This design comes from an exercise in tuning for small area and a short achievable clock period on the open sky130 flow, not from production work. In this exercise RTL edits were held to simulation tests only and were not proved equivalent to the original. Power figures rest on the tool's default switching activity, not on a simulated workload.

===== design/flow/config.mk =====
export PLATFORM = sky130hd
export DESIGN_NAME = mult_top
export DESIGN_NICKNAME = mult_top
export VERILOG_FILES = /design/flow/design.v
export SDC_FILE = /design/flow/constraint.sdc
export NUM_CORES = 4
export LEC_CHECK = 0
export ABC_AREA = 0
export CAP_MARGIN = 20
export CORE_MARGIN = 2
export CORE_UTILIZATION = 40
export SETUP_SLACK_MARGIN = 3.5
export SLEW_MARGIN = 20

===== design/flow/constraint.sdc =====
create_clock -name core_clock -period 7.0 [get_ports {clk}]
set_input_delay 1.4000 -clock core_clock [delete_from_list [all_inputs] [get_ports {clk}]]
set_output_delay 1.4000 -clock core_clock [all_outputs]
set_load 0.01 [all_outputs]

===== design/flow/design.v =====
module elm_log13(
    input  [12:0] a,
    output [3:0]  n,
    output [2:0]  f
    );
    wire        z3 = ~|a[12:5];
    wire [12:0] a1 = z3 ? {a[4:0], 8'd0} : a;
    wire        z2 = ~|a1[12:9];
    wire [12:0] a2 = z2 ? {a1[8:0], 4'd0} : a1;
    wire        z1 = ~|a2[12:11];
    wire [12:0] a3 = z1 ? {a2[10:0], 2'd0} : a2;
    wire        z0 = ~a3[12];
    wire [11:0] a4 = z0 ? {a3[10:0], 1'b0} : a3[11:0];
    wire        az = ~a3[12] & ~a3[11];
    assign n = az ? 4'd0 : 4'd12 - {z3, z2, z1, z0};
    assign f = a4[11:9];
endmodule
module elm_stage1(
    input  [15:0] x,
    input  [15:0] y,
    output [17:0] e,
    output        sf0,
    output [3:0]  nx,
    output [2:0]  fx,
    output [3:0]  ny,
    output [2:0]  fy,
    output        s
    );
    wire x_one = x[13] ^ x[14];
    wire x_two = ~x_one & (x[15] ^ x[14]);
    wire x_neg = x[15] & ~(x[14] & x[13]);
    wire y_one = y[13] ^ y[14];
    wire y_two = ~y_one & (y[15] ^ y[14]);
    wire y_neg = y[15] & ~(y[14] & y[13]);
    wire [17:0] ys = {{2{y[15]}}, y};
    wire [17:0] xs = {{4{x[13]}}, x[13:0]};
    wire [17:0] pa = (({18{x_one}} & ys) | ({18{x_two}} & {ys[16:0], 1'b0})) ^ {18{x_neg}};
    wire [17:0] pb = (({18{y_one}} & xs) | ({18{y_two}} & {xs[16:0], 1'b0})) ^ {18{y_neg}};
    assign e = pa + pb + {17'd0, x_neg};
    assign sf0 = y_neg;
    elm_log13 lx(.a(x[12:0] ^ {13{x[13]}}), .n(nx), .f(fx));
    elm_log13 ly(.a(y[12:0] ^ {13{y[13]}}), .n(ny), .f(fy));
    wire nz = (x[13] | (|x[7:0])) & (y[13] | (|y[7:0]));
    assign s = nz & (x[13] ^ y[13]);
endmodule
module elm_stage2(
    input  [17:0] e,
    input         sf0,
    input  [7:0]  l,
    input         s,
    input         z,
    output [31:0] p
    );
    wire [4:0] k = l[7:3];
    wire [2:0] f = l[2:0];
    wire [28:0] d = {28'd0, ~z} << k;
    wire [25:0] a = d[25:0] | ({26{f[2]}} & d[26:1])
                            | ({26{f[1]}} & d[27:2])
                            | ({26{f[0]}} & d[28:3]);
    wire [27:0] m = {s, s, a ^ {26{s}}};
    wire        c14 = sf0 & (|m[13:0]);
    assign p[13:0]  = m[13:0] - {13'd0, sf0};
    assign p[31:14] = e + {{4{m[27]}}, m[27:14]} + {17'd0, c14};
endmodule
module mult_top(
    input clk,
    input  [15:0] x,
    input  [15:0] y,
    output reg [31:0] p_out
    );
    wire [17:0] e;
    wire        sf0, s;
    wire [3:0]  nx, ny;
    wire [2:0]  fx, fy;
    elm_stage1 s1(.x(x), .y(y), .e(e), .sf0(sf0),
                  .nx(nx), .fx(fx), .ny(ny), .fy(fy), .s(s));
    reg [17:0] e_r;
    reg        sf0_r, s_r, z_r;
    reg [6:0]  lx_r, ly_r;
    always @(posedge clk) begin
        e_r   <= e;
        sf0_r <= sf0;
        s_r   <= s;
        z_r   <= ~((x[13] | (|x[7:0])) & (y[13] | (|y[7:0])));
        lx_r  <= {nx, fx};
        ly_r  <= {ny, fy};
    end
    wire [7:0]  l = {1'b0, lx_r} + {1'b0, ly_r};
    wire [31:0] p;
    elm_stage2 s2(.e(e_r), .sf0(sf0_r), .l(l), .s(s_r), .z(z_r), .p(p));
    always @(posedge clk)
        p_out <= p;
endmodule

===== design/flow/run.sh =====
#!/bin/bash
# synth_recipe.tcl (not shown) runs the flow's synth.tcl, then flattens the netlist and writes it again
# the make line also repeats each setting of config.mk as NAME=value (left out here)
make -C /OpenROAD-flow-scripts/flow DESIGN_CONFIG=/design/flow/config.mk WORK_HOME=/design/flow/orfs CLKGATE_MAP_FILE= SYNTH_SCRIPT=/design/flow/synth_recipe.tcl finish

==> flow_summary.json, run 1 <==
{
  "status": "finished clean",
  "die_h_um": 135,
  "worstMarginPinSlew_ns": 0.614,
  "grt_max_degree": 34,
  "clock.fmax_mhz": 196,
  "slew-limit-headroom_pct": 59.0,
  "vdd_drop_max_uv": 231,
  "wl_mm": 20.6,
  "crit_path_end_kind": "flip-flop",
  "rows": 47,
  "ys_ff_latch": 67,
  "leakage_nw": 3.92,
  "grt_pass1_vias": 6592,
  "track_usage_pct": 22.2,
  "synth_edf_count": 0,
  "dp_hpwl_mm": 13.4,
  "dieArea_um2": 18300,
  "critPathLaunch": "lx_r[0]",
  "crit_slowest_cell": "a211o_4",
  "drt_iter0_drc": 534,
  "ff2ff_setup_slack_ns": 1.89,
  "slowest_delay_ns": 0.43,
  "hold_viol": 0,
  "die_w_um": 135,
  "async_reset_ff_share_pct": 0,
  "fin_tns_setup_ns": 0,
  "cts.clk_slew.worst_paths_ns": 0.06,
  "antenna_found_initial": 1,
  "finalNetCount": 1105,
  "post-synth-top-area-fraction_pct": 19.5,
  "clock_skew_ns": 0.00689,
  "clk_latency_ns": 0.34,
  "cts.sinks": 67,
  "ys_seq_area_share_pct": 19.5,
  "ctsHoldBuffers": 0,
  "synth_warnings": 1,
  "grt_pass1_wl_mm": 33.2,
  "vias": 7079,
  "syn_avg_cell_area_um2": 7.87,
  "crit_path_cell_trace": "ha_4, fa_2, a211o_4, a31oi_4, buf_12, xnor2_4, nand3_2, a21oi_2, nor2_2, or3_1, a21o_1, o41ai_4, fa_2, nor2b_2, o21ai_2, a21oi_2, o41ai_2, o21ai_1, o41a_1, a211oi_2, buf_4, xnor2_2",
  "period_needed_ns": 5.11,
  "timing.rr.start": "lx_r[0]",
  "worstHoldStart": "e_r[17]",
  "routedWlPerCell_um": 16.5,
  "dr.pass1.iters": 5,
  "yosys-top-cells-count": "nand2_1, xnor2_1, dfxtp_1, nor2_1, a21oi_1",
  "vias_per_cell": 5.66,
  "start_util_pct": 41.2,
  "p_per_area_nw_per_um2": 349,
  "synth_area_leaders": "dfxtp_1, xnor2_1, ha_1",
  "max-cap-violations": 0,
  "synth_nets": 955,
  "worst-path-buf-inv": 2,
  "port_buffers": 64,
  "utilization_pct": 59.7,
  "cts_tree": "built",
  "ant_nets": 0,
  "cp.arrival_ns": 5.33,
  "fillerInstances": 1454,
  "clk_root_buffer_cell": "clkbuf_16",
  "synth_top_area_cell": "dfxtp_1",
  "cp.required_ns": 7.22,
  "synth_ff_type": "dfxtp_1",
  "synth.most_common_cell": "nand2_1",
  "crit_path_max_fanout": 8,
  "min_path_type": "flip-flop to flip-flop",
  "remaining_drc_errors": 0,
  "setup_viol": 0,
  "synth_area_um2": 6890,
  "syn_inst": 875,
  "area_growth_pct": 44.8,
  "place_congestion": 0.879,
  "critPathKind": "flip-flop to flip-flop",
  "clockBufferDepth": 2,
  "ios": 65,
  "fin_crit_sh_pct": 73.0,
  "core_um2": 16700,
  "cpLargestDelayFamily": "compound AO/OA/AOI/OAI gates",
  "rsz0062_at_grt": "yes",
  "slew_viol_final": 0,
  "cts_made_buffers": 9,
  "drive_above_1_share_pct": 33.3,
  "grt.overflow.total": 0,
  "setup.worst_path.start_class": "flip-flop",
  "ys_types": 99,
  "htreeDepth": 3
}
==> what timing repair did <==
item | 4_1_cts | 5_1_grt
pin swaps | 69 | 59
resized for setup | 157 | 84
setup buffers | 96 | 26
gates cloned | 3 | 0
endpoints found under the setup margin | 60 | 51
==> kinds of logic (layout without fill, tap and decap cells) <==
kind of cell | after synthesis | in the layout | synth area share, %
xor+xnor | 105 | 105 | 13.7
buf+inv | 82 | 237 | 5.05
compound gates | 284 | 284 | 31.0
other cells | 0 | 1 | 0
simple gates | 282 | 282 | 20.7
fa+ha+maj | 47 | 47 | 8.97
mux | 8 | 8 | 1.16
flops | 67 | 67 | 19.5
==> layout by cell type (no fill, tap or decap), types with 24 or more instances in the layout <==
| master | synthesis | routed |
|---|---|---|
| nand2_1 | 76 | 69 |
| a22oi_1 | 30 | 24 |
| clkdlybuf4s50_1 | 0 | 33 |
| xor2_1 | 31 | 29 |
| inv_1 | 26 | 25 |
| nor2_1 | 62 | 56 |
| ha_1 | 43 | 34 |
| o21ai_0 | 47 | 29 |
| dfxtp_1 | 67 | 65 |
| xnor2_1 | 71 | 65 |
| a21oi_1 | 52 | 29 |
| buf_4 | 2 | 110 |
==> flip-flops by register name, indices dropped and copies added, names as in the netlist <==
name	flops
sf0_r	1
lx_r	7
s_r	1
p_out	32
z_r	1
e_r	18
ly_r	7
==> where the power goes <==
group          switching [mW]  total [mW]  leakage [nW]  internal [mW]
Combinational            1.22        2.38          3.19           1.16
Sequential             0.0411       0.576         0.564          0.535
Clock                   0.161       0.519         0.163          0.358
==> per-stage QoR <==
step | total power, mW | worst slack (ns) | hold slack, ns | cells | instance area (um2)
floorplan | 1.92 | 2.15 | 0.509 | 875 | 7180
global placement | 2.33 | 1.58 | 0.549 | 1109 | 7810
detailed placement | 2.33 | 1.55 | 0.553 | 1109 | 7810
CTS | 3.22 | 2.00 | 0.568 | 1224 | 9400
global route | 3.71 | 1.69 | 0.621 | 1251 | 9970
finish | 3.48 | 1.89 | 0.569 | 1251 | 9970
==> area by class of cell <==
cell class	instances	area [um2]	area share, %
timing repair buffer	194	1740	17.4
antenna	1	2.50	0.0251
tap	220	275	2.76
multi-input combinational	726	6170	61.9
sequential	67	1340	13.5
inverter	27	101	1.02
clock inverter	4	97.6	0.979
clock buffer	12	246	2.47
==> per-layer routing <==
metal | track usage [%] | share of wire, % | vias to the layer above
li1 | - | - | 3515
met1 | 29.7 | 45 | 3285
met2 | 37.2 | 48 | 240
met3 | 3.07 | 4.7 | 39
met4 | 7.12 | 2.0 | 0
met5 | 0 | 0 | -
==> path summary, 6_finish.rpt <==
| kind | to | cells past startpoint |
|---|---|---|
| worst max-delay path | p_out[29] | 22 |
| worst min-delay path | p_out[31] | 2 |
| worst max register to register | p_out[29] | 22 |
| worst min register to register | p_out[31] | 2 |
==> tightest hold or removal path, delay by kind of cell, from the launching register on <==
family      cells  cell delay, ns
XOR/XNOR        2            0.20
flip-flops      1            0.32
==> inputs of run 2 (changes only) <==
==> design/flow/flow/run.sh (new file) <==
#!/bin/bash
# Layout flow: the standard ORFS flow (standard.sh) with Yosys's full/half
# adder extraction turned off (ADDER_MAP_FILE empty), so that ABC maps the
# adders itself. Everything else, including the synthesis script, is standard.
set -euo pipefail
cd "$(dirname "$0")/.."
bash standard.sh ADDER_MAP_FILE= finish > flow_make.log 2>&1
==> design/flow/standard.sh (new file) <==
#!/bin/bash
# synth_recipe.tcl (not shown) runs the flow's synth.tcl, then flattens the netlist and writes it again
# the make line also repeats each setting of config.mk as NAME=value (left out here)
make -C /OpenROAD-flow-scripts/flow DESIGN_CONFIG=/design/flow/config.mk WORK_HOME=/design/flow/orfs CLKGATE_MAP_FILE= SYNTH_SCRIPT=/design/flow/synth_recipe.tcl "${@:-finish}"
--- a/design/flow/config.mk
+++ b/design/flow/config.mk
@@ -7,3 +7,3 @@
 export LEC_CHECK = 0
-export ABC_AREA = 0
+export ABC_AREA = 1
 export CAP_MARGIN = 20
@@ -11,3 +11,2 @@
 export CORE_UTILIZATION = 40
-export SETUP_SLACK_MARGIN = 3.5
 export SLEW_MARGIN = 20
removed: design/flow/run.sh
==> run 2 against run 1 <==
Effect of this change:
- still clean on timing, DRC and antenna
- synthesized cell count increased by 25%
- non-clock buffer count decreased by 128
- design area decreased by 25%
- combinational power decreased by about 30%
- die area decreased by 7.3%
- utilization decreased by 12 points
- clock power decreased by 15%
- register-to-register slack improved by 1.6 ns
- sequential cell count unchanged
- critical path depth decreased by 7
- count of clock-buffer cells in the layout decreased by 1
- fmax increased by 1.2%
- largest cell class unchanged
==> flow_summary.json, run 2 <==
{
  "syn_inst": 1090,
  "vias_per_cell": 4.66,
  "reg.largest.list": "p_out: 32 flops, e_r: 18 flops",
  "leakage_nw": 3.80,
  "cp.arrival_ns": 5.27,
  "clock_skew_ns": 0.00840,
  "cp.required_ns": 7.22,
  "setup.worst_path.start_class": "input port",
  "pwr-share-comb_pct": 62.2,
  "p_int_mw": 1.42,
  "clkPwrFrac_pct": 16.4,
  "track_usage_pct": 18.5,
  "top_register": "p_out",
  "synth_nets": 1123,
  "dp_hpwl_mm": 12.5,
  "power_frac_seq_pct": 21.3,
  "switchingPower_mw": 1.26,
  "postCtsSetupBuffers": 0,
  "min_path_type": "flip-flop to flip-flop",
  "crit_path_cell_trace": "clkdlybuf4s50_1, nor2_1, o21ai_1, o22ai_1, xor2_1, or2_2, nand2_1, o21ai_0, a21oi_1, o21ai_1, a21oi_1, o21ai_1, a21oi_1, o31ai_1, xnor2_1",
  "dieArea_um2": 17000,
  "dr.pass1.iters": 5,
  "port_buffers": 64,
  "vias": 6365,
  "synth.most_common_cell": "nand2_1",
  "place_ws_ns": 1.67,
  "finalNetCount": 1179,
  "status": "finished clean",
  "antenna_found_initial": 0,
  "worstMarginPinSlew_ns": 0.821,
  "max-cap-violations": 0,
  "synth_area_leaders": "dfxtp_1, nand2_1, xor2_1",
  "setup_viol": 0,
  "finalWorstSetupSlack_ns": 1.95,
  "ys_types": 47,
  "drive_above_1_share_pct": 6.34,
  "synth_warnings": 1,
  "clk_root_buffer_cell": "clkbuf_16",
  "period_needed_ns": 5.05,
  "post-synth-top-area-fraction_pct": 21.0,
  "vdd_drop_max_uv": 166,
  "clock.fmax_mhz": 198,
  "slowest_delay_ns": 1.00,
  "ant_nets": 0,
  "place_congestion": 0.908,
  "slew_viol_final": 0,
  "start_util_pct": 40.6,
  "cts.clk_slew.worst_paths_ns": 0.06,
  "critPathKind": "input port to flip-flop",
  "cts_resized": 0,
  "grt_max_degree": 36,
  "drt_iter0_drc": 392,
  "ys_ff_latch": 67,
  "fillerInstances": 1735,
  "ys_seq_area_share_pct": 21.0,
  "crit_path_max_fanout": 17,
  "fin_crit_sh_pct": 72.1,
  "cts_tree": "built",
  "grt.overflow.total": 0,
  "core_um2": 15700,
  "swShare_pct": 46.9,
  "synth_edf_count": 0,
  "cpLargestDelayFamily": "compound AO/OA/AOI/OAI gates",
  "grt_pass1_wl_mm": 25.5,
  "largest_register_ffs": 32,
  "p_per_area_nw_per_um2": 359,
  "grt_pass1_vias": 5595,
  "post-place-cells": 1351,
  "slew-limit-headroom_pct": 45.1,
  "htreeDepth": 3,
  "ff2ff_setup_slack_ns": 3.50,
  "utilization_pct": 47.6,
  "worst-path-buf-inv": 1,
  "synth_top_area_cell": "dfxtp_1",
  "ios": 65,
  "yosys-top-cells-count": "nand2_1, inv_1, nor2_1, xor2_1, dfxtp_1",
  "synth_area_um2": 6370,
  "rows": 46,
  "synth_ff_type": "dfxtp_1",
  "cts.sinks": 67,
  "routedWlPerCell_um": 11.1,
  "area_growth_pct": 17.3,
  "ctsHoldBuffers": 0,
  "crit_slowest_cell": "clkdlybuf4s50_1",
  "die_h_um": 130,
  "die_w_um": 130,
  "num_antenna_cells": 0,
  "layout_commonest_cell": "nand2_1",
  "layoutNonFillerInstCount": 1367,
  "fin_tns_setup_ns": 0,
  "cts_made_buffers": 9,
  "clk_latency_ns": 0.33,
  "regArea_um2": 1340,
  "hold_viol": 0,
  "crit_path_end_kind": "flip-flop",
  "wl_mm": 15.2,
  "async_reset_ff_share_pct": 0,
  "syn_avg_cell_area_um2": 5.85,
  "rsz0062_at_grt": "no",
  "final_cell_mix": "nand2_1, inv_1, nor2_1, xor2_1, dfxtp_1",
  "remaining_drc_errors": 0,
  "clockBufferDepth": 2,
  "multi_input_area_um2": 4280
}
run 2: cell count changes in the layout (fill, tap and decap cells not counted), moves of 31 or more:
cell and change:
nand3_1 +43, xnor2_1 -33, nand2_1 +238, nor2_1 +77
ha_1 -34, buf_4 -108, xor2_1 +43, inv_1 +137
clkdlybuf4s50_1 +31
run 2: per-layer routing:
| layer | routed length [um] | up-vias | global-route usage (%) |
|---|---|---|---|
| met5 | 0 | - | 0 |
| met4 | 420 | 0 | 8.67 |
| met3 | 745 | 30 | 2.58 |
| met2 | 6510 | 163 | 29.2 |
| met1 | 7570 | 2642 | 25.0 |
| li1 | - | 3530 | - |
run 2: final cells by class:
| type | count | area share, % |
|---|---|---|
| multi-input cells | 833 | 57.2 |
| flip-flops and latches | 67 | 17.9 |
| repair buffers | 66 | 8.77 |
| inverters | 169 | 8.49 |
| well taps | 216 | 3.62 |
| clock buffers | 11 | 3.25 |
| clock inverters | 5 | 0.703 |
run 2: cells by family after synthesis:
logic type / synth area share (%)
muxes: 0.471
buffers and inverters: 12.0
DFF: 21.0
AOI/OAI and AO/OA: 13.1
and+or+nand+nor: 39.0
xor gates and xnor gates: 14.4
run 2: power groups by stage:
stage          Combinational (mW)  Sequential (mW)  Clock [mW]
4_1_cts                      1.67            0.574       0.454
3_3_place_gp                 1.66            0.580           0
6_report                     1.67            0.573       0.442
5_1_grt                      1.91            0.589       0.469
3_5_place_dp                 1.66            0.582           0
2_1_floorplan                1.22            0.611           0
run 2: metrics by stage:
stage | area (um2) | power [mW] | hold WS, ns
floorplan | 6370 | 1.83 | 0.492
global placement | 7170 | 2.24 | 0.553
detailed placement | 7170 | 2.25 | 0.558
CTS | 7470 | 2.70 | 0.566
global route | 7470 | 2.97 | 0.603
finish | 7470 | 2.69 | 0.572
run 2: final timing paths:
check	start	endpoint	cells past startpoint
worst max register to register	lx_r[0]	p_out[31]	27
worst min-delay path	e_r[17]	p_out[31]	3
worst min register to register	e_r[17]	p_out[31]	3
worst max-delay path	y[13]	e_r[14]	15
run 2: worst register-to-register path, stage by stage, from the launching register on:
cell     delay, ns
dfxtp_1       0.37
nand2_1       0.13
o21ai_2       0.24
nand2_1       0.13
nand3_1       0.08
nand2_1       0.14
nor2_1        0.22
nand2_1       0.13
nor2_1        0.33
nand2_1       0.09
nand2_1       0.10
nor3_1        0.05
nor2_1        0.23
nand2_1       0.09
nor2_1        0.14
nand2_1       0.11
nand3_2       0.07
nand2_2       0.06
nand2_1       0.05
nand2_1       0.07
nand2_1       0.07
nand2_2       0.06
nand2_1       0.08
nand2_2       0.08
nand2_1       0.11
nand2_1       0.06
nand2_1       0.05
nand2_1       0.05
==> inputs of run 3 (changes only) <==
--- a/design/flow/config.mk
+++ b/design/flow/config.mk
@@ -11,2 +11,3 @@
 export CORE_UTILIZATION = 40
+export SETUP_SLACK_MARGIN = 4.0
 export SLEW_MARGIN = 20
==> run 3 against run 2 <==
Effect of this change:
- still clean
- setup slack better by 1.6 ns
- fmax is 44% higher
- combinational power is 62% higher
- hold slack worse by 0.028 ns
- sequential power is 2% higher
- clock skew is 0.0020 ns lower
- sequential cell count stayed put
- global-route usage is 4.8 points higher
- critical endpoint is now lx_r[0]
- largest cell class unchanged
==> flow_summary.json, run 3 <==
{
  "ys_seq_area_share_pct": 21.0,
  "hold_viol": 0,
  "multi_input_area_um2": 6130,
  "port_buffers": 64,
  "finalWorstSetupSlack_ns": 3.50,
  "yosys-top-cells-count": "nand2_1, inv_1, nor2_1, xor2_1, dfxtp_1",
  "utilization_pct": 70.5,
  "syn_avg_cell_area_um2": 5.85,
  "grt.overflow.total": 0,
  "ios": 65,
  "ant_nets": 0,
  "clock.fmax_mhz": 286,
  "ctsHoldBuffers": 0,
  "htreeDepth": 3,
  "synth_nets": 1123,
  "rows": 46,
  "clock_skew_ns": 0.00639,
  "grt_pass1_wl_mm": 32.1,
  "setup_viol": 0,
  "worstHoldStart": "e_r[17]",
  "async_reset_ff_share_pct": 0,
  "layout_commonest_cell": "nand2_1",
  "syn_inst": 1090,
  "synth_top_area_cell": "dfxtp_1",
  "critPathLaunch": "x[13]",
  "rsz0062_at_grt": "yes",
  "drive_above_1_share_pct": 44.4,
  "fin_crit_sh_pct": 49.9,
  "cts_made_buffers": 9,
  "dp_hpwl_mm": 13.0,
  "top_register": "p_out",
  "clockBufferDepth": 2,
  "leakage_nw": 5.27,
  "cp.required_ns": 7.27,
  "place_congestion": 0.947,
  "whs_ns": 0.544,
  "layoutNonFillerInstCount": 1560,
  "design_area_um2": 11100,
  "track_usage_pct": 23.3,
  "clk_root_buffer_cell": "clkbuf_16",
  "remaining_drc_errors": 0,
  "ys_ff_latch": 67,
  "start_util_pct": 40.6,
  "fillerInstances": 1200,
  "synth.most_common_cell": "nand2_1",
  "finalNetCount": 1372,
  "dieArea_um2": 17000,
  "regArea_um2": 1360,
  "post-place-cells": 1351,
  "clk_latency_ns": 0.34,
  "core_um2": 15700,
  "vias_per_cell": 5.05,
  "post-synth-top-area-fraction_pct": 21.0,
  "status": "finished clean",
  "reg.largest.list": "p_out: 32 flops, e_r: 18 flops",
  "drt_iter0_drc": 535,
  "cts.sinks": 67,
  "die_h_um": 130,
  "crit_path_end_kind": "flip-flop",
  "min_path_type": "flip-flop to flip-flop",
  "grt_pass1_vias": 6968,
  "area_growth_pct": 73.7,
  "routedWlPerCell_um": 14.6,
  "vdd_drop_max_uv": 188,
  "final_cell_mix": "nand2_1, buf_4, inv_1, nor2_1, nand2_2",
  "worstMarginPinSlew_ns": 0.664,
  "synth_warnings": 1,
  "crit_path_max_fanout": 6,
  "synth_ff_type": "dfxtp_1",
  "largest_register_ffs": 32,
  "wl_mm": 22.8,
  "period_needed_ns": 3.50,
  "synth_area_um2": 6370,
  "cts_tree": "built",
  "max-cap-violations": 0,
  "slew_viol_final": 0,
  "setup.worst_path.start_class": "input port",
  "synth_area_leaders": "dfxtp_1, nand2_1, xor2_1",
  "dr.pass1.iters": 5,
  "antenna_found_initial": 0,
  "cp.arrival_ns": 3.76,
  "slew-limit-headroom_pct": 55.7,
  "dpl_cell_area_um2": 7450,
  "grt_max_degree": 36,
  "vias": 7881,
  "fin_tns_setup_ns": 0,
  "timing.rr.start": "ly_r[2]",
  "p_per_area_nw_per_um2": 336,
  "cts.clk_slew.worst_paths_ns": 0.06,
  "p_total_mw": 3.72,
  "synth_edf_count": 0,
  "critPathKind": "input port to flip-flop",
  "place_ws_ns": 1.98,
  "die_w_um": 130,
  "num_antenna_cells": 0,
  "ys_types": 47
}
==> run 3: changes by cell type in the layout (fill, tap and decap cells not counted), moves of 27 or more <==
cell,previous run,this run
buf_4,2,134
buf_6,0,50
clkdlybuf4s50_1,64,32
inv_1,162,126
inv_2,7,36
nand2_1,307,210
nand2_2,14,78
nand2_4,2,29
nor2_1,133,82
nor2_4,3,45
o21ai_0,52,18
==> run 3: routing by layer <==
layer	vias up	global-route usage [%]	routed length, um
met2	296	40.3	12000
li1	3919	-	-
met3	64	3.12	1020
met5	-	0	0
met1	3602	29.1	9010
met4	0	10.2	782
==> run 3: cell families after synthesis <==
logic type / share of synthesized area (%)
XOR/XNOR: 14.4
buffers and inverters: 12.0
AND/OR/NAND/NOR: 39.0
AO/OA/AOI/OAI: 13.1
flip-flops: 21.0
multiplexers: 0.471
==> run 3: cell type report <==
type                            count  area share, %
Sequential cell                    67           12.3
Tap cell                          216           2.44
Timing Repair Buffer              255           21.2
Multi-Input combinational cell    835           55.3
Timing Repair inverter              2         0.0678
Clock inverter                      5          0.486
Clock buffer                       11           2.10
Inverter                          169           6.05
==> run 3: what timing repair did <==
| item | in CTS | in global routing |
|---|---|---|
| gates cloned | 3 | 1 |
| gates resized for setup | 327 | 223 |
| setup endpoints to repair | 61 | 56 |
| hold endpoints to repair | 0 | 0 |
| pin swaps | 139 | 116 |
| buffers inserted | 138 | 51 |
==> run 3: critical path, stage by stage <==
cell     delay, ns
buf_6         0.09
buf_12        0.14
buf_12        0.15
buf_8         0.14
xor2_4        0.15
nor3b_2       0.23
nand2_2       0.17
inv_4         0.11
o21ai_1       0.07
nand2_1       0.09
nor2_1        0.05
nand2_2       0.17
inv_4         0.07
o21ai_4       0.14
inv_2         0.08
nor2_4        0.17
o21ai_1       0.09
o22ai_1       0.12
nand2_1       0.06
o21ai_1       0.07
==> run 3: power by group <==
part / internal (mW) / switching [mW]
combinational: 1.14 / 1.56
sequential: 0.532 / 0.0524
clock: 0.274 / 0.163
total: 1.95 / 1.77
==> run 3: path summary, 6_finish.rpt <==
path               endpoint  slack [ns]  depth (start not counted)
hold reg to reg   p_out[31]        0.54                          3
setup / recovery    lx_r[0]        3.50                         20
setup reg to reg  p_out[31]        3.70                         30
hold / removal    p_out[31]        0.54                          3
==> inputs of run 4 (changes only) <==
--- a/design/flow/config.mk
+++ b/design/flow/config.mk
@@ -11,3 +11,3 @@
 export CORE_UTILIZATION = 40
-export SETUP_SLACK_MARGIN = 4.0
+export SETUP_SLACK_MARGIN = 3.0
 export SLEW_MARGIN = 20
==> run 4 against run 3 <==
Effect of this change:
- critical endpoint is now e_r[14]
- total power is 27% lower
- wire length shrank 31%
- still clean on timing, DRC and antenna
- sequential power is 2% lower
- sequential cell count stayed put
- die area is the same
- non-clock buffer count fell by 174
==> flow_summary.json, run 4 <==
{
  "status": "finished clean",
  "synth_nets": 1123,
  "syn_inst": 1090,
  "synth_fa_ha_area_share_pct": 0,
  "slew_viol_final": 0,
  "cts.clk_slew.worst_paths_ns": 0.06,
  "crit_path_max_fanout": 11,
  "core_um2": 15700,
  "vias": 6463,
  "period_needed_ns": 3.88,
  "dr.pass1.iters": 5,
  "synth_edf_count": 0,
  "grt_max_degree": 36,
  "max-cap-violations": 0,
  "dieArea_um2": 17000,
  "top_register": "p_out",
  "fin_crit_sh_pct": 55.4,
  "synth_top_family_by_area": "simple AND/OR/NAND/NOR gates",
  "min_path_type": "flip-flop to flip-flop",
  "fillerInstances": 1708,
  "multi_input_area_um2": 4440,
  "wl_mm": 15.7,
  "antenna_found_initial": 0,
  "cts.sinks": 67,
  "rsz0062_at_grt": "yes",
  "whs_ns": 0.572,
  "synth_xor_area_share_pct": 14.4,
  "synthSimpleGateAreaFrac_pct": 39.0,
  "slew-limit-headroom_pct": 53.2,
  "ctsHoldBuffers": 0,
  "clock.fmax_mhz": 258,
  "ant_nets": 0,
  "yosys-top-cells-count": "nand2_1, inv_1, nor2_1, xor2_1, dfxtp_1",
  "cts_tree": "built",
  "dp_hpwl_mm": 12.5,
  "p_per_area_nw_per_um2": 351,
  "min_path_cells": 3,
  "synth_top_area_cell": "dfxtp_1",
  "post-synth-top-area-fraction_pct": 21.0,
  "critPathKind": "input port to flip-flop",
  "clk_root_buffer_cell": "clkbuf_16",
  "switchingPower_mw": 1.28,
  "reg.largest.list": "p_out: 32 flops, e_r: 18 flops",
  "final_cell_mix": "nand2_1, inv_1, nor2_1, xor2_1, dfxtp_1",
  "ios": 65,
  "hold_viol": 0,
  "remaining_drc_errors": 0,
  "vias_per_cell": 4.68,
  "async_reset_ff_share_pct": 0,
  "die_h_um": 130,
  "layout_commonest_cell": "nand2_1",
  "finalNetCount": 1194,
  "grt.overflow.total": 0,
  "ys_seq_area_share_pct": 21.0,
  "leakage_nw": 3.95,
  "cts_made_buffers": 9,
  "synth_ff_type": "dfxtp_1",
  "synth_area_um2": 6370,
  "drive_above_1_share_pct": 10.8,
  "synthMuxAreaShare_pct": 0.471,
  "crit_path_end_kind": "flip-flop",
  "worstMarginPinSlew_ns": 0.701,
  "cp.arrival_ns": 4.10,
  "regArea_um2": 1340,
  "swShare_pct": 47.0,
  "p_total_mw": 2.73,
  "r2r_cells": 27,
  "ys_ff_latch": 67,
  "num_antenna_cells": 0,
  "clk_latency_ns": 0.33,
  "grt_pass1_vias": 5654,
  "vdd_drop_max_uv": 166,
  "power_frac_seq_pct": 21.0,
  "synth.most_common_cell": "nand2_1",
  "clock_skew_ns": 0.00832,
  "clockBufferDepth": 2,
  "clkPwrFrac_pct": 16.2,
  "pwr-share-comb_pct": 62.8,
  "area_growth_pct": 21.9,
  "place_congestion": 0.908,
  "cp.required_ns": 7.22,
  "syn_avg_cell_area_um2": 5.85,
  "p_int_mw": 1.45,
  "grt_pass1_wl_mm": 25.8,
  "rows": 46,
  "start_util_pct": 40.6,
  "setup.worst_path.start_class": "input port",
  "drt_iter0_drc": 384,
  "routedWlPerCell_um": 11.4,
  "htreeDepth": 3,
  "synth_compound_area_share_pct": 13.1,
  "synth_warnings": 1,
  "largest_register_ffs": 32,
  "track_usage_pct": 18.7,
  "synth_area_leaders": "dfxtp_1, nand2_1, xor2_1",
  "port_buffers": 64,
  "utilization_pct": 49.5,
  "ys_types": 47,
  "die_w_um": 130,
  "setup_viol": 0,
  "fin_tns_setup_ns": 0
}
[run 4: cell types whose count changed in the layout (fill, tap and decap cells not counted), sizes merged, moves of 2 or more]
cell	before	now
dlymetal6s2s	0	3
dlygate4sd2	18	0
clkdlybuf4s50	32	59
clkdlybuf4s15	7	0
nor2	153	151
clkbuf	11	13
inv	171	169
buf	198	17
[run 4: path summary, 6_finish.rpt]
check | from | end | slack, ns
worst min register to register | e_r[17] | p_out[31] | 0.57
worst max register to register | lx_r[0] | p_out[31] | 3.58
worst min-delay path | e_r[17] | p_out[31] | 0.57
worst max-delay path | x[14] | e_r[14] | 3.12
[run 4: cells by family (layout without fill, tap and decap cells)]
| family | Yosys count | after routing |
|---|---|---|
| AND/OR/NAND/NOR | 581 | 581 |
| buffers and inverters | 190 | 266 |
| AO/OA/AOI/OAI | 144 | 144 |
| XOR/XNOR | 105 | 105 |
| flip-flops | 67 | 67 |
| multiplexers | 3 | 3 |
[run 4: power groups by stage]
stage / clock, mW / sequential (mW) / combinational, mW
finish: 0.441 / 0.573 / 1.71
CTS: 0.454 / 0.574 / 1.68
detailed placement: 0 / 0.582 / 1.66
global route: 0.469 / 0.589 / 1.95
global placement: 0 / 0.580 / 1.66
floorplan: 0 / 0.611 / 1.22
[run 4: area by class of cell]
type,count,share of cell area [%]
multi-input combinational,833,57.1
sequential,67,17.3
timing repair buffer,81,10.1
inverter,169,8.29
tap,216,3.48
clock buffer,11,3.12
clock inverter,5,0.676
[run 4: worst max-delay path, cell delays in order]
cell             delay (ns)
clkdlybuf4s50_1        0.51
inv_1                  0.07
nand2_2                0.11
nand2_2                0.08
nand2_4                0.14
o22ai_1                0.10
xor2_1                 0.15
or2_2                  0.33
nand2_1                0.12
o21ai_0                0.12
a21oi_2                0.18
o21ai_2                0.09
a21oi_2                0.19
o21ai_2                0.09
a21oi_2                0.17
o31ai_1                0.09
xnor2_1                0.13
[run 4: through the flow]
step	worst slack (ns)	std cells	cell area, um2
final	3.12	1382	7770
after global routing	2.91	1382	7770
after CTS	2.99	1368	7530
after detailed placement	1.67	1351	7170
after global placement	1.75	1351	7170
after floorplan	3.22	1090	6370
[run 4: what timing repair did]
action	in CTS	in global routing
setup buffers	1	14
endpoints found under the setup margin	24	23
pin swaps	1	7
resized for setup	28	39
[run 4: routing by layer]
layer	global-route usage (%)	part of all wire [%]
met1	25.0	49
met2	29.7	43
met3	2.67	4.9
met4	8.79	2.8
met5	0	0
==> inputs of run 5 (changes only) <==
==> design/flow/flow/run.sh (replaced) <==
#!/bin/bash
# Layout flow: the standard ORFS flow (standard.sh) with two changes:
#  - Yosys's full/half adder extraction is off (ADDER_MAP_FILE empty), so ABC
#    maps the adders itself;
#  - the port buffers are sky130_fd_sc_hd__buf_2 instead of the delay buffer
#    buffer_ports picks by default.
# make's full output goes to flow_make.log; each tool's log is under orfs/logs/.
set -euo pipefail
cd "$(dirname "$0")/.."
bash standard.sh ADDER_MAP_FILE= "BUFFER_PORTS_ARGS=-buffer_cell sky130_fd_sc_hd__buf_2"  finish > flow_make.log 2>&1
--- a/design/flow/config.mk
+++ b/design/flow/config.mk
@@ -11,3 +11,3 @@
 export CORE_UTILIZATION = 40
-export SETUP_SLACK_MARGIN = 3.0
+export SETUP_SLACK_MARGIN = 2.5
 export SLEW_MARGIN = 20
==> run 5 against run 4 <==
Effect of this change:
- still clean on timing, DRC and antenna
- global-route usage shrank 0.24 points
- hold slack lost 0.029 ns
- design area shrank 7.2%
- count of clock-buffer cells in the layout shrank 1
- register-to-register slack is essentially flat
- first-iteration DRC count shrank 4.2%
- sequential share of layout area grew 1.3 points
- non-clock buffer count shrank 14
- via count shrank 1.8%
- highest routed layer unchanged
==> flow_summary.json, run 5 <==
{
  "cts_resized": 0,
  "synth_fa_ha_area_share_pct": 0,
  "routedWlPerCell_um": 11.2,
  "post-place-cells": 1351,
  "grt.overflow.total": 0,
  "fillerInstances": 1759,
  "p_total_mw": 2.69,
  "min_path_type": "flip-flop to flip-flop",
  "clock.fmax_mhz": 243,
  "grt_pass1_wl_mm": 25.5,
  "hold_viol": 0,
  "vias_per_cell": 4.64,
  "cts_tree": "built",
  "largest_register_ffs": 32,
  "ys_types": 47,
  "yosys-top-cells-count": "nand2_1, inv_1, nor2_1, xor2_1, dfxtp_1",
  "top_usage_layer": "met2",
  "clk_root_buffer_cell": "clkbuf_16",
  "cts_made_buffers": 9,
  "vias": 6348,
  "synth_xor_area_share_pct": 14.4,
  "dieArea_um2": 17000,
  "utilization_pct": 45.9,
  "slew_viol_final": 0,
  "period_needed_ns": 4.11,
  "use_met2_pct": 29.0,
  "reg.largest.list": "p_out: 32 flops, e_r: 18 flops",
  "vdd_drop_max_uv": 152,
  "grt_max_degree": 36,
  "port_buffers": 64,
  "core_um2": 15700,
  "crit_top_cell": "nand2_1",
  "wl_mm": 15.3,
  "rsz0062_at_grt": "no",
  "die_h_um": 130,
  "max-cap-violations": 0,
  "place_congestion": 0.951,
  "fin_tns_setup_ns": 0,
  "worst-path-buf-inv": 2,
  "synth_warnings": 1,
  "synth.most_common_cell": "nand2_1",
  "syn_avg_cell_area_um2": 5.85,
  "antenna_found_initial": 0,
  "grt_pass1_vias": 5582,
  "use_met3_pct": 3.12,
  "status": "finished clean",
  "ys_seq_area_share_pct": 21.0,
  "synth_top_family_by_area": "simple AND/OR/NAND/NOR gates",
  "cp.arrival_ns": 4.34,
  "final_cell_mix": "nand2_1, inv_1, nor2_1, xor2_1, dfxtp_1",
  "cpLargestDelayFamily": "compound AO/OA/AOI/OAI gates",
  "die_w_um": 130,
  "synth_top_area_cell": "dfxtp_1",
  "ios": 65,
  "regArea_um2": 1340,
  "synth_area_leaders": "dfxtp_1, nand2_1, xor2_1",
  "drive_above_1_share_pct": 12.0,
  "ys_ff_latch": 67,
  "critPathKind": "input port to flip-flop",
  "crit_slowest_cell": "nand2_1",
  "use_met1_pct": 25.3,
  "synth_edf_count": 0,
  "crit_path_end_kind": "flip-flop",
  "finalNetCount": 1180,
  "syn_inst": 1090,
  "post-synth-top-area-fraction_pct": 21.0,
  "ant_nets": 0,
  "crit_path_max_fanout": 19,
  "worstMarginPinSlew_ns": 0.556,
  "dr.pass1.iters": 5,
  "crit_path_cell_trace": "clkbuf_4, inv_1, nand2_1, nand2_1, nand2_1, o22ai_1, xor2_1, or2_2, nand2_1, nor2_1, a21oi_1, o21ai_1, a21oi_1, o21ai_1, a21oi_1, o31ai_1, xnor2_1",
  "cp.required_ns": 7.22,
  "slew-limit-headroom_pct": 62.5,
  "area_growth_pct": 13.1,
  "clk_latency_ns": 0.34,
  "leakage_nw": 3.84,
  "start_util_pct": 40.6,
  "p_per_area_nw_per_um2": 373,
  "cts.sinks": 67,
  "dpl_cell_area_um2": 6850,
  "top_register": "p_out",
  "synthSimpleGateAreaFrac_pct": 39.0,
  "htreeDepth": 3,
  "setup.worst_path.start_class": "input port",
  "setup_viol": 0,
  "remaining_drc_errors": 0,
  "postCtsSetupBuffers": 0,
  "clockBufferDepth": 2,
  "synthMuxAreaShare_pct": 0.471,
  "layoutNonFillerInstCount": 1368,
  "async_reset_ff_share_pct": 0,
  "drt_iter0_drc": 368,
  "design_area_um2": 7210,
  "rows": 46,
  "synth_area_um2": 6370,
  "dp_hpwl_mm": 12.5,
  "num_antenna_cells": 0,
  "track_usage_pct": 18.4,
  "clock_skew_ns": 0.00648,
  "fin_crit_sh_pct": 58.8,
  "synth_nets": 1123,
  "layout_commonest_cell": "nand2_1",
  "ctsHoldBuffers": 0,
  "slowest_delay_ns": 0.36,
  "cts.clk_slew.worst_paths_ns": 0.06,
  "synth_ff_type": "dfxtp_1",
  "synth_compound_area_share_pct": 13.1,
  "multi_input_area_um2": 4270
}
## run 5: per-stage QoR
stage	worst slack, ns	hold WS (ns)
4_1_cts	2.76	0.550
3_5_place_dp	2.39	0.542
2_1_floorplan	3.22	0.492
5_1_grt	2.53	0.582
3_3_place_gp	2.43	0.542
6_report	2.89	0.543
## run 5: per-layer routing
layer / vias to the layer above / wire length (um)
met4: 0 / 356
met3: 28 / 746
met2: 164 / 6530
met5: - / 0
li1: 3529 / -
met1: 2627 / 7690
## run 5: power by group
part | switching, mW | total (mW) | internal (mW)
Combinational | 1.06 | 1.60 | 0.545
Clock | 0.164 | 0.513 | 0.349
Sequential | 0.0412 | 0.569 | 0.528
Total | 1.26 | 2.69 | 1.42
## run 5: worst min-delay path: cells and delay by family (launching register included)
family	cells	cell delay, ns
xor gates and xnor gates	1	0.07
DFF	1	0.32
and+or+nand+nor	2	0.10
## run 5: logic make-up after synthesis
group | Yosys count
and+or+nand+nor | 581
buffers and inverters | 190
xor gates and xnor gates | 105
muxes | 3
AOI/OAI and AO/OA | 144
DFF | 67
## run 5: final cells by class
type	instances	area share (%)
clock buffer	10	3.18
clock inverter	6	1.56
inverter	169	8.80
multi-input combinational	833	59.3
sequential	67	18.6
tap	216	3.75
timing repair buffer	67	4.79
## run 5: final timing paths
| check | from | end | slack, ns | depth (start not counted) |
|---|---|---|---|---|
| worst min-delay path | e_r[17] | p_out[31] | 0.54 | 3 |
| worst max-delay path | x[13] | e_r[14] | 2.89 | 17 |
| worst min register to register | e_r[17] | p_out[31] | 0.54 | 3 |
| worst max register to register | lx_r[2] | p_out[31] | 3.57 | 23 |
==> inputs of run 6 (changes only) <==
--- a/design/flow/config.mk
+++ b/design/flow/config.mk
@@ -11,3 +11,3 @@
 export CORE_UTILIZATION = 40
-export SETUP_SLACK_MARGIN = 2.5
+export SETUP_SLACK_MARGIN = 3.5
 export SLEW_MARGIN = 20
==> run 6 against run 5 <==
Effect of this change:
- die area unchanged
- hold slack got worse by 0.0053 ns
- sequential cell count stayed put
- combinational power up 17%
- critical path depth fell by 1
- count of clock-buffer cells in the layout increased by 1
- clock skew fell by 0.0011 ns
- final cell count increased by 3.3%
- first-iteration DRC count increased by 11%
- largest power group unchanged
- highest routed layer unchanged
==> flow_summary.json, run 6 <==
{
  "fin_tns_setup_ns": 0,
  "htreeDepth": 3,
  "vias": 6779,
  "dp_hpwl_mm": 12.8,
  "worstMarginPinSlew_ns": 0.606,
  "synth_area_leaders": "dfxtp_1, nand2_1, xor2_1",
  "ios": 65,
  "die_h_um": 130,
  "vias_per_cell": 4.80,
  "port_buffers": 64,
  "p_per_area_nw_per_um2": 342,
  "top_register": "p_out",
  "utilization_pct": 53.3,
  "place_congestion": 0.971,
  "critPathKind": "input port to flip-flop",
  "synth.most_common_cell": "nand2_1",
  "rsz0062_at_grt": "yes",
  "synth_warnings": 1,
  "grt_max_degree": 36,
  "grt_pass1_wl_mm": 26.6,
  "num_antenna_cells": 0,
  "area_growth_pct": 31.3,
  "synth_top_area_cell": "dfxtp_1",
  "clock.fmax_mhz": 295,
  "synth_ff_type": "dfxtp_1",
  "core_um2": 15700,
  "fin_crit_sh_pct": 48.4,
  "track_usage_pct": 19.2,
  "die_w_um": 130,
  "hold_viol": 0,
  "status": "finished clean",
  "setup_viol": 0,
  "rows": 46,
  "fillerInstances": 1589,
  "dieArea_um2": 17000,
  "drt_iter0_drc": 407,
  "cts.sinks": 67,
  "clk_latency_ns": 0.34,
  "clk_root_buffer_cell": "clkbuf_16",
  "crit_path_end_kind": "flip-flop",
  "finalNetCount": 1225,
  "synth_area_um2": 6370,
  "wl_mm": 17.2,
  "leakage_nw": 4.26,
  "yosys-top-cells-count": "nand2_1, inv_1, nor2_1, xor2_1, dfxtp_1",
  "crit_path_cell_trace": "buf_4, nor2_4, o21ai_4, buf_6, o22ai_2, xor2_1, or2_1, nand2_1, nor2_1, a21oi_2, o21ai_2, a21oi_2, o21ai_2, a21oi_2, buf_4, xor2_1",
  "slew-limit-headroom_pct": 59.0,
  "clock_skew_ns": 0.00537,
  "finalWorstSetupSlack_ns": 3.61,
  "largest_register_ffs": 32,
  "crit_top_cell": "a21oi_2",
  "period_needed_ns": 3.39,
  "syn_inst": 1090,
  "ys_types": 47,
  "r2r_cells": 17,
  "setup.worst_path.start_class": "input port",
  "remaining_drc_errors": 0,
  "final_cell_mix": "nand2_1, inv_1, nor2_1, xor2_1, dfxtp_1",
  "cts.clk_slew.worst_paths_ns": 0.05,
  "reg.largest.list": "p_out: 32 flops, e_r: 18 flops",
  "ys_ff_latch": 67,
  "clockBufferDepth": 2,
  "synth_nets": 1123,
  "post-synth-top-area-fraction_pct": 21.0,
  "start_util_pct": 40.6,
  "p_total_mw": 2.86,
  "ys_seq_area_share_pct": 21.0,
  "layout_commonest_cell": "nand2_1",
  "grt.overflow.total": 0,
  "drive_above_1_share_pct": 26.6,
  "cts_tree": "built",
  "ctsHoldBuffers": 0,
  "slowest_delay_ns": 0.27,
  "vdd_drop_max_uv": 184,
  "min_path_cells": 3,
  "place_ws_ns": 2.80,
  "syn_avg_cell_area_um2": 5.85,
  "ant_nets": 0,
  "cp.required_ns": 7.27,
  "antenna_found_initial": 0,
  "max-cap-violations": 0,
  "dr.pass1.iters": 5,
  "cts_made_buffers": 9,
  "crit_path_max_fanout": 7,
  "min_path_type": "flip-flop to flip-flop",
  "grt_pass1_vias": 5814,
  "slew_viol_final": 0,
  "cp.arrival_ns": 3.66,
  "crit_slowest_cell": "or2_1",
  "synth_edf_count": 0,
  "async_reset_ff_share_pct": 0,
  "routedWlPerCell_um": 12.1
}
## run 6: per-stage QoR
step                      hold slack [ns]  area (um2)  std cells
after global placement              0.539        6980       1352
after CTS                           0.541        7320       1370
after global routing                0.602        8370       1413
final                               0.538        8370       1413
after detailed placement            0.534        6980       1352
after floorplan                     0.492        6530       1090
## run 6: cell families (layout without fill, tap and decap cells)
| group | count (synthesis) | count (layout) | share of synthesized area (%) |
|---|---|---|---|
| mux | 3 | 3 | 0.471 |
| buf+inv | 190 | 294 | 12.0 |
| compound gates | 144 | 144 | 13.1 |
| simple gates | 581 | 584 | 39.0 |
| xor+xnor | 105 | 105 | 14.4 |
| flops | 67 | 67 | 21.0 |
## run 6: layer usage
layer  vias up  track usage, %  wire [um]
li1       3627               -          -
met2       209            30.0       7760
met4         0            7.53        367
met1      2919            26.3       8090
met3        24            3.08        951
met5         -               0          0
## run 6: path summary, 6_finish.rpt
kind | end | slack (ns) | from
max | e_r[12] | 3.61 | y[14]
min | p_out[31] | 0.54 | e_r[17]
max reg2reg | p_out[30] | 3.78 | ly_r[1]
min reg2reg | p_out[31] | 0.54 | e_r[17]
## run 6: layout make-up
cell class              count  area, um2  area share (%)
repair buffers            109        731            8.73
clock buffers              11        243            2.90
flip-flops and latches     67       1350            16.1
multi-input cells         836       5090            60.8
clock inverters             5       28.8           0.344
well taps                 216        270            3.23
inverters                 169        662            7.91
## run 6: critical path, delay by kind of cell
kind                   cells  cell delay, ns
AND/OR/NAND/NOR            4            0.52
XOR/XNOR                   2            0.31
buffers and inverters      3            0.43
AO/OA/AOI/OAI              7            0.99
## run 6: power breakdown
group	switching (mW)	total, mW	internal, mW
logic	1.20	1.88	0.675
clock network	0.160	0.407	0.247
registers	0.0458	0.575	0.529
## run 6: timing repair
| action | in CTS | in global routing |
|---|---|---|
| gates resized for setup | 12 | 176 |
| setup buffers | 2 | 39 |
| endpoints found under the setup margin | 17 | 34 |
| pin swaps | 2 | 56 |
| gates cloned | 0 | 4 |
==> inputs of run 7 (changes only) <==
--- a/design/flow/config.mk
+++ b/design/flow/config.mk
@@ -11,3 +11,4 @@
 export CORE_UTILIZATION = 40
-export SETUP_SLACK_MARGIN = 3.5
+export CTS_BUF_LIST = sky130_fd_sc_hd__clkbuf_4
+export SETUP_SLACK_MARGIN = 3.0
 export SLEW_MARGIN = 20
==> run 7 against run 6 <==
Effect of this change:
- largest cell class unchanged
- clock power shrank 19%
- highest routed layer unchanged
- combinational power decreased by 15%
- sequential share of layout area is 2.8 points higher
- sequential cell count unchanged
- still clean on timing, DRC and antenna
- total power is 13% lower
- design area decreased by 15%
- clock skew is 0.0083 ns higher
- non-clock buffer count shrank 42
==> flow_summary.json, run 7 <==
{
  "async_reset_ff_share_pct": 0,
  "hold_viol": 0,
  "place_congestion": 0.951,
  "start_util_pct": 40.6,
  "dieArea_um2": 17000,
  "post-place-cells": 1351,
  "yosys-top-cells-count": "nand2_1, inv_1, nor2_1, xor2_1, dfxtp_1",
  "ys_seq_area_share_pct": 21.0,
  "dp_hpwl_mm": 12.5,
  "clockBufferDepth": 2,
  "syn_inst": 1090,
  "status": "finished clean",
  "reg.largest.list": "p_out: 32 flops, e_r: 18 flops",
  "leakage_nw": 3.79,
  "crit_path_max_fanout": 17,
  "largest_register_ffs": 32,
  "htreeDepth": 3,
  "clk_latency_ns": 0.43,
  "layout_commonest_cell": "nand2_1",
  "rows": 46,
  "post-synth-top-area-fraction_pct": 21.0,
  "clk_root_buffer_cell": "clkbuf_4",
  "core_um2": 15700,
  "synth_edf_count": 0,
  "ant_nets": 0,
  "cts.clk_slew.worst_paths_ns": 0.12,
  "grt_pass1_vias": 5580,
  "ff2ff_setup_slack_ns": 3.56,
  "track_usage_pct": 18.3,
  "fin_tns_setup_ns": 0,
  "cts_made_buffers": 9,
  "critPathKind": "input port to flip-flop",
  "synth_nets": 1123,
  "layoutNonFillerInstCount": 1369,
  "top_register": "p_out",
  "synth_top_area_cell": "dfxtp_1",
  "drt_iter0_drc": 303,
  "cp.required_ns": 7.33,
  "cts.sinks": 67,
  "cts_tree": "built",
  "syn_avg_cell_area_um2": 5.85,
  "wl_mm": 15.3,
  "ys_ff_latch": 67,
  "worstMarginPinSlew_ns": 0.558,
  "min_path_type": "flip-flop to flip-flop",
  "synth.most_common_cell": "nand2_1",
  "setup_viol": 0,
  "setup.worst_path.start_class": "input port",
  "finalNetCount": 1180,
  "vdd_drop_max_uv": 142,
  "final_cell_mix": "nand2_1, inv_1, nor2_1, xor2_1, dfxtp_1",
  "vias": 6361,
  "max-cap-violations": 0,
  "cp.arrival_ns": 4.11,
  "antenna_found_initial": 1,
  "dr.pass1.iters": 5,
  "synth_ff_type": "dfxtp_1",
  "rsz0062_at_grt": "no",
  "remaining_drc_errors": 0,
  "die_h_um": 130,
  "grt.overflow.total": 0,
  "grt_pass1_wl_mm": 25.4,
  "design_area_um2": 7110,
  "crit_path_end_kind": "flip-flop",
  "period_needed_ns": 3.78,
  "p_per_area_nw_per_um2": 352,
  "synth_warnings": 1,
  "port_buffers": 64,
  "clock.fmax_mhz": 264,
  "synth_area_um2": 6370,
  "routedWlPerCell_um": 11.1,
  "synth_area_leaders": "dfxtp_1, nand2_1, xor2_1",
  "drive_above_1_share_pct": 12.8,
  "grt_max_degree": 36,
  "die_w_um": 130,
  "dpl_cell_area_um2": 6850,
  "fin_crit_sh_pct": 54.0,
  "slew-limit-headroom_pct": 62.8,
  "ios": 65,
  "area_growth_pct": 11.5,
  "clock_skew_ns": 0.0136,
  "ctsHoldBuffers": 0,
  "slew_viol_final": 0,
  "ys_types": 47,
  "vias_per_cell": 4.65
}
run 7: what timing repair did:
item / 4_1_cts / 5_1_grt
resized for setup: 3 / 14
setup buffers: 0 / 0
setup endpoints to repair: 3 / 12
run 7: cell families after synthesis:
family	share of synthesized area, %
AND/OR/NAND/NOR	39.0
buffers and inverters	12.0
AO/OA/AOI/OAI	13.1
XOR/XNOR	14.4
flip-flops	21.0
multiplexers	0.471
run 7: worst paths after layout:
path / from / cells past startpoint / end
hold reg to reg: e_r[17] / 3 / p_out[31]
setup reg to reg: lx_r[1] / 23 / p_out[31]
hold / removal: e_r[17] / 3 / p_out[31]
setup / recovery: y[13] / 16 / e_r[14]
run 7: cell type report:
type / instances / area (um2)
sequential: 67 / 1340
multi-input combinational: 833 / 4320
clock inverter: 6 / 113
antenna: 1 / 2.50
timing repair buffer: 67 / 348
fill: 1783 / 8610
clock buffer: 10 / 75.1
inverter: 169 / 637
tap: 216 / 270
run 7: layer usage:
| metal | global-route usage, % | up-vias | wire [um] |
|---|---|---|---|
| li1 | - | 3536 | - |
| met1 | 25.4 | 2631 | 7730 |
| met2 | 28.9 | 169 | 6530 |
| met3 | 2.87 | 25 | 680 |
| met4 | 6.26 | 0 | 322 |
| met5 | 0 | - | 0 |
run 7: stage by stage:
| step | hold WS [ns] | util (%) | total power, mW | worst slack [ns] |
|---|---|---|---|---|
| 2_1_floorplan | 0.492 | - | 1.83 | 3.22 |
| 3_3_place_gp | 0.542 | 43.6 | 2.16 | 2.43 |
| 3_5_place_dp | 0.542 | 43.6 | 2.17 | 2.39 |
| 4_1_cts | 0.559 | 44.9 | 2.51 | 3.12 |
| 5_1_grt | 0.592 | 45.2 | 2.77 | 3.00 |
| 6_report | 0.557 | 45.2 | 2.50 | 3.22 |
run 7: where the power goes:
part           internal (mW)  switching, mW
Combinational          0.547           1.06
Clock                  0.186          0.142
Sequential             0.526         0.0411
run 7: critical path, stage by stage:
cell	delay (ns)
clkbuf_4	0.23
nor2_1	0.26
inv_1	0.12
nand2_2	0.20
o22ai_1	0.12
xor2_1	0.17
or2_2	0.32
nand2_1	0.11
nor2_1	0.06
a21oi_1	0.22
o21ai_1	0.14
a21oi_2	0.17
o21ai_1	0.10
a21oi_1	0.22
o31ai_1	0.11
xnor2_1	0.13
==> inputs of run 8 (changes only) <==
--- a/design/flow/config.mk
+++ b/design/flow/config.mk
@@ -10,4 +10,4 @@
 export CORE_MARGIN = 2
-export CORE_UTILIZATION = 40
-export CTS_BUF_LIST = sky130_fd_sc_hd__clkbuf_4
+export CORE_UTILIZATION = 65
+export PLACE_DENSITY = 0.75
 export SETUP_SLACK_MARGIN = 3.0
==> run 8 against run 7 <==
Effect of this change:
- total power grew 0.15%
- die area fell by 37%
- final cell count shrank 6.2%
- combinational power about the same
- still clean
- setup slack better by 0.014 ns
- sequential power is 1% higher
==> flow_summary.json, run 8 <==
{
  "routedWlPerCell_um": 11.9,
  "dieArea_um2": 10600,
  "worstMarginPinSlew_ns": 0.713,
  "clock_skew_ns": 0.00684,
  "hold_viol": 0,
  "largest_register_ffs": 32,
  "area_growth_pct": 10.1,
  "ys_ff_latch": 67,
  "clk_root_buffer_cell": "clkbuf_8",
  "grt_max_degree": 36,
  "cts_made_buffers": 9,
  "ios": 65,
  "synth_edf_count": 0,
  "clk_latency_ns": 0.35,
  "leakage_nw": 3.78,
  "rsz0062_at_grt": "no",
  "slew-limit-headroom_pct": 52.4,
  "clockBufferDepth": 2,
  "synth_ff_type": "dfxtp_1",
  "critPathLaunch": "x[13]",
  "cp.required_ns": 7.25,
  "cts.sinks": 67,
  "worstHoldStart": "sf0_r",
  "post-synth-top-area-fraction_pct": 21.0,
  "syn_inst": 1090,
  "async_reset_ff_share_pct": 0,
  "critPathKind": "input port to flip-flop",
  "fin_crit_sh_pct": 53.8,
  "status": "finished clean",
  "top_register": "p_out",
  "wl_mm": 15.3,
  "rows": 36,
  "synth_top_area_cell": "dfxtp_1",
  "syn_avg_cell_area_um2": 5.85,
  "synth.most_common_cell": "nand2_1",
  "utilization_pct": 72.8,
  "antenna_found_initial": 0,
  "clock.fmax_mhz": 265,
  "timing.rr.start": "ly_r[0]",
  "setup_viol": 0,
  "port_buffers": 64,
  "postCtsSetupBuffers": 0,
  "max-cap-violations": 0,
  "start_util_pct": 66.1,
  "vias": 6555,
  "htreeDepth": 3,
  "grt_pass1_vias": 5663,
  "slew_viol_final": 0,
  "remaining_drc_errors": 0,
  "synth_area_leaders": "dfxtp_1, nand2_1, xor2_1",
  "drive_above_1_share_pct": 13.0,
  "synth_area_um2": 6370,
  "dp_hpwl_mm": 12.3,
  "cts.clk_slew.worst_paths_ns": 0.08,
  "layout_commonest_cell": "nand2_1",
  "finalNetCount": 1179,
  "drt_iter0_drc": 278,
  "grt.overflow.total": 0,
  "ys_types": 47,
  "final_cell_mix": "nand2_1, inv_1, nor2_1, xor2_1, dfxtp_1",
  "yosys-top-cells-count": "nand2_1, inv_1, nor2_1, xor2_1, dfxtp_1",
  "p_per_area_nw_per_um2": 357,
  "core_um2": 9640,
  "die_w_um": 103,
  "cp.arrival_ns": 4.02,
  "dpl_cell_area_um2": 6740,
  "vias_per_cell": 5.11,
  "ys_seq_area_share_pct": 21.0,
  "synth_warnings": 1,
  "vdd_drop_max_uv": 187,
  "crit_path_max_fanout": 19,
  "ant_nets": 0,
  "period_needed_ns": 3.77,
  "grt_pass1_wl_mm": 24.8,
  "die_h_um": 103,
  "setup.worst_path.start_class": "input port",
  "reg.largest.list": "p_out: 32 flops, e_r: 18 flops",
  "num_antenna_cells": 0,
  "min_path_type": "flip-flop to flip-flop",
  "synth_nets": 1123,
  "cts_tree": "built",
  "track_usage_pct": 29.2,
  "crit_path_end_kind": "flip-flop",
  "place_congestion": 0.956,
  "fin_tns_setup_ns": 0,
  "design_area_um2": 7020,
  "dr.pass1.iters": 5
}
==> run 8: cell families after synthesis <==
logic type	share of synthesized area (%)
simple gates	39.0
mux	0.471
compound gates	13.1
flops	21.0
buf+inv	12.0
xor+xnor	14.4
==> run 8: layout make-up <==
| type | instances | area, um2 |
|---|---|---|
| multi-input combinational | 833 | 4340 |
| fill | 882 | 2620 |
| sequential | 67 | 1340 |
| inverter | 169 | 637 |
| timing repair buffer | 66 | 344 |
| tap | 133 | 166 |
| clock buffer | 9 | 124 |
| clock inverter | 7 | 68.8 |
==> run 8: timing repair <==
item | 4_1_cts | 5_1_grt
pin swaps | 0 | 0
hold buffers | 0 | 0
resized for setup | 4 | 20
setup endpoints to repair | 7 | 15
==> run 8: path summary, 6_finish.rpt <==
| check | to | slack [ns] | depth (start not counted) |
|---|---|---|---|
| hold / removal | p_out[14] | 0.57 | 2 |
| setup / recovery | e_r[14] | 3.23 | 17 |
| setup reg to reg | p_out[31] | 3.51 | 27 |
| hold reg to reg | p_out[14] | 0.57 | 2 |
==> run 8: power by group <==
group          switching [mW]  internal, mW
Combinational            1.08         0.544
Sequential             0.0452         0.527
Clock                   0.147         0.163
Total                    1.27          1.23
==> run 8: routing by layer <==
layer	routed length, um	vias to the layer above	part of all wire, %	GRT usage, %
met3	726	30	4.8	5.36
met1	7100	2804	46	37.3
met4	301	0	2.0	10.3
li1	-	3534	-	-
met2	7150	187	47	49.4
met5	0	-	0	0
==> run 8: through the flow <==
step | setup WS [ns] | power, mW | hold slack (ns) | cells
6_report | 3.23 | 2.50 | 0.565 | 1284
5_1_grt | 2.99 | 2.78 | 0.591 | 1284
4_1_cts | 2.99 | 2.48 | 0.567 | 1283
3_5_place_dp | 2.37 | 2.16 | 0.557 | 1267
3_3_place_gp | 2.48 | 2.13 | 0.544 | 1267
2_1_floorplan | 3.22 | 1.83 | 0.492 | 1090
==> run 8: critical path: stages <==
cell and delay (ns):
buf_6 0.18, inv_1 0.12, nand2_1 0.17, nand2_1 0.13, nand2_4 0.16, o22ai_1 0.11, xor2_1 0.16, or2_2 0.34
nand2_1 0.12, nor2_1 0.07, a21oi_1 0.22, o21ai_1 0.14, a21oi_2 0.20, o21ai_2 0.09, a21oi_2 0.16, o31ai_1 0.09
xnor2_1 0.14
==> inputs of run 9 (changes only) <==
==> design/flow/flow/run.sh (replaced) <==
#!/bin/bash
# Layout flow: the standard ORFS flow (standard.sh) with two changes:
#  - Yosys's full/half adder extraction is off (ADDER_MAP_FILE empty), so ABC
#    maps the adders itself;
#  - the port buffers are sky130_fd_sc_hd__buf_2 instead of the delay buffer
#    buffer_ports picks by default.
set -euo pipefail
cd "$(dirname "$0")/.."
bash standard.sh ADDER_MAP_FILE= "BUFFER_PORTS_ARGS=-buffer_cell sky130_fd_sc_hd__buf_2" finish > flow_make.log 2>&1
--- a/design/flow/config.mk
+++ b/design/flow/config.mk
@@ -10,4 +10,3 @@
 export CORE_MARGIN = 2
-export CORE_UTILIZATION = 65
-export PLACE_DENSITY = 0.75
+export CORE_UTILIZATION = 40
 export SETUP_SLACK_MARGIN = 3.0
==> run 9 against run 8 <==
Effect of this change:
- still clean
- first-iteration DRC count rose by 20%
- sequential power fell by 0.7%
- count of clock-buffer cells in the layout rose by 1
- clock power rose by 65%
- synthesized cell count did not move
- setup slack improved by 0.055 ns
- critical path depth did not move
- sequential share of layout area fell by 0.68 points
- hold slack got worse by 0.017 ns
- critical endpoint unchanged
- largest power group unchanged
==> flow_summary.json, run 9 <==
{
  "wl_mm": 15.4,
  "worst-path-buf-inv": 2,
  "fin_tns_setup_ns": 0,
  "ant_nets": 0,
  "cts_tree": "built",
  "layout_commonest_cell": "nand2_1",
  "port_buffers": 64,
  "die_w_um": 130,
  "grt_pass1_wl_mm": 25.5,
  "ys_ff_latch": 67,
  "dp_hpwl_mm": 12.5,
  "area_growth_pct": 14.2,
  "largest_register_ffs": 32,
  "rows": 46,
  "clockBufferDepth": 2,
  "use_met2_pct": 29.1,
  "crit_slowest_cell": "or2_2",
  "p_per_area_nw_per_um2": 370,
  "cts.clk_slew.worst_paths_ns": 0.06,
  "ctsHoldBuffers": 0,
  "dr.pass1.iters": 6,
  "crit_path_cell_trace": "buf_6, inv_1, nand2_1, nand2_1, nand2_4, o22ai_1, xor2_1, or2_2, nand2_1, nor2_1, a21oi_1, o21ai_2, a21oi_2, o21ai_1, a21oi_2, o31ai_1, xnor2_1",
  "ios": 65,
  "slew-limit-headroom_pct": 61.7,
  "cp.arrival_ns": 3.94,
  "ys_seq_area_share_pct": 21.0,
  "finalNetCount": 1180,
  "synth_top_area_cell": "dfxtp_1",
  "vias": 6380,
  "status": "finished clean",
  "dieArea_um2": 17000,
  "synth_edf_count": 0,
  "min_path_type": "flip-flop to flip-flop",
  "max-cap-violations": 0,
  "start_util_pct": 40.6,
  "track_usage_pct": 18.5,
  "cts_made_buffers": 9,
  "htreeDepth": 3,
  "final_cell_mix": "nand2_1, inv_1, nor2_1, xor2_1, dfxtp_1",
  "hold_viol": 0,
  "fin_crit_sh_pct": 53.1,
  "slew_viol_final": 0,
  "top_register": "p_out",
  "vdd_drop_max_uv": 152,
  "die_h_um": 130,
  "cpLargestDelayFamily": "compound AO/OA/AOI/OAI gates",
  "synth_area_um2": 6370,
  "grt.overflow.total": 0,
  "period_needed_ns": 3.71,
  "slowest_delay_ns": 0.34,
  "grt_pass1_vias": 5587,
  "swShare_pct": 47.1,
  "setup.worst_path.start_class": "input port",
  "yosys-top-cells-count": "nand2_1, inv_1, nor2_1, xor2_1, dfxtp_1",
  "synth_area_leaders": "dfxtp_1, nand2_1, xor2_1",
  "routedWlPerCell_um": 11.2,
  "p_total_mw": 2.69,
  "antenna_found_initial": 0,
  "syn_avg_cell_area_um2": 5.85,
  "p_int_mw": 1.43,
  "async_reset_ff_share_pct": 0,
  "synth_nets": 1123,
  "rsz0062_at_grt": "yes",
  "syn_inst": 1090,
  "leakage_nw": 3.86,
  "vias_per_cell": 4.66,
  "top_usage_layer": "met2",
  "synth_ff_type": "dfxtp_1",
  "synth_warnings": 1,
  "clk_latency_ns": 0.34,
  "use_met3_pct": 3.12,
  "core_um2": 15700,
  "grt_max_degree": 36,
  "synth.most_common_cell": "nand2_1",
  "clock.fmax_mhz": 269,
  "clk_root_buffer_cell": "clkbuf_16",
  "crit_top_cell": "nand2_1",
  "ff2ff_setup_slack_ns": 3.59,
  "num_antenna_cells": 0,
  "post-synth-top-area-fraction_pct": 21.0,
  "pwr-share-comb_pct": 59.9,
  "cts.sinks": 67,
  "clock_skew_ns": 0.00681,
  "critPathKind": "input port to flip-flop",
  "power_frac_seq_pct": 21.1,
  "clkPwrFrac_pct": 19.0,
  "drive_above_1_share_pct": 12.9,
  "setup_viol": 0,
  "remaining_drc_errors": 0,
  "drt_iter0_drc": 333,
  "use_met1_pct": 25.4,
  "crit_path_end_kind": "flip-flop",
  "reg.largest.list": "p_out: 32 flops, e_r: 18 flops",
  "switchingPower_mw": 1.27,
  "place_congestion": 0.951,
  "crit_path_max_fanout": 19,
  "worstMarginPinSlew_ns": 0.573,
  "cp.required_ns": 7.22,
  "ys_types": 47
}
-- run 9: stage by stage --
stage          std cells  util [%]  setup WS, ns  hold WS, ns  area [um2]
2_1_floorplan       1090         -          3.22        0.492        6370
3_3_place_gp        1351      43.6          2.43        0.542        6850
3_5_place_dp        1351      43.6          2.39        0.542        6850
4_1_cts             1367      45.9          3.06        0.550        7220
5_1_grt             1368      46.3          2.96        0.582        7280
6_report            1368      46.3          3.29        0.548        7280
-- run 9: metal layers --
layer / routed length [um] / vias up / part of all wire (%)
li1: - / 3535 / -
met3: 682 / 24 / 4.4
met1: 7750 / 2642 / 50
met5: 0 / - / 0
met2: 6610 / 179 / 43
met4: 318 / 0 / 2.1
-- run 9: cell type report --
class	instances	area [um2]
tap	216	270
sequential	67	1340
clock buffer	10	229
fill	1758	8430
clock inverter	6	113
inverter	169	639
multi-input combinational	833	4330
timing repair buffer	67	352
-- run 9: path summary, 6_finish.rpt --
check                                  to  depth (start not counted)    start
worst max-delay path              e_r[14]                         17    x[13]
worst min-delay path            p_out[31]                          3  e_r[17]
worst min register to register  p_out[31]                          3  e_r[17]
worst max register to register  p_out[31]                         23  lx_r[1]
-- run 9: power by group through the flow --
stage / clock network [mW] / registers [mW] / logic, mW
after global routing: 0.545 / 0.585 / 1.83
final: 0.512 / 0.569 / 1.61
after floorplan: 0 / 0.611 / 1.22
after global placement: 0 / 0.577 / 1.58
after CTS: 0.526 / 0.570 / 1.60
after detailed placement: 0 / 0.578 / 1.59
-- run 9: repair_timing --
action / CTS / global route
setup endpoints to repair: 6 / 15
resized for setup: 7 / 21
buffers inserted: 0 / 0
-- run 9: logic make-up (layout without fill, tap and decap cells) --
| family | Yosys count | after routing | share of synthesized area [%] |
|---|---|---|---|
| flip-flops | 67 | 67 | 21.0 |
| multiplexers | 3 | 3 | 0.471 |
| buffers and inverters | 190 | 252 | 12.0 |
| AND/OR/NAND/NOR | 581 | 581 | 39.0 |
| AO/OA/AOI/OAI | 144 | 144 | 13.1 |
| XOR/XNOR | 105 | 105 | 14.4 |
-- run 9: worst reg2reg max path, delay by kind of cell (launching register included) --
kind	cells	cell delay (ns)
xor+xnor	1	0.23
compound gates	1	0.24
buf+inv	2	0.14
flops	1	0.34
simple gates	19	2.36

Re-timed with assumed drivers on the ports (clkbuf_16 on the clock, buf_2 on other inputs), run 9 has 3.289 ns of setup slack against 3.286 ns with ideal ports, and 2.916 ns once port delays also move by the mid clock arrival of 0.373 ns.
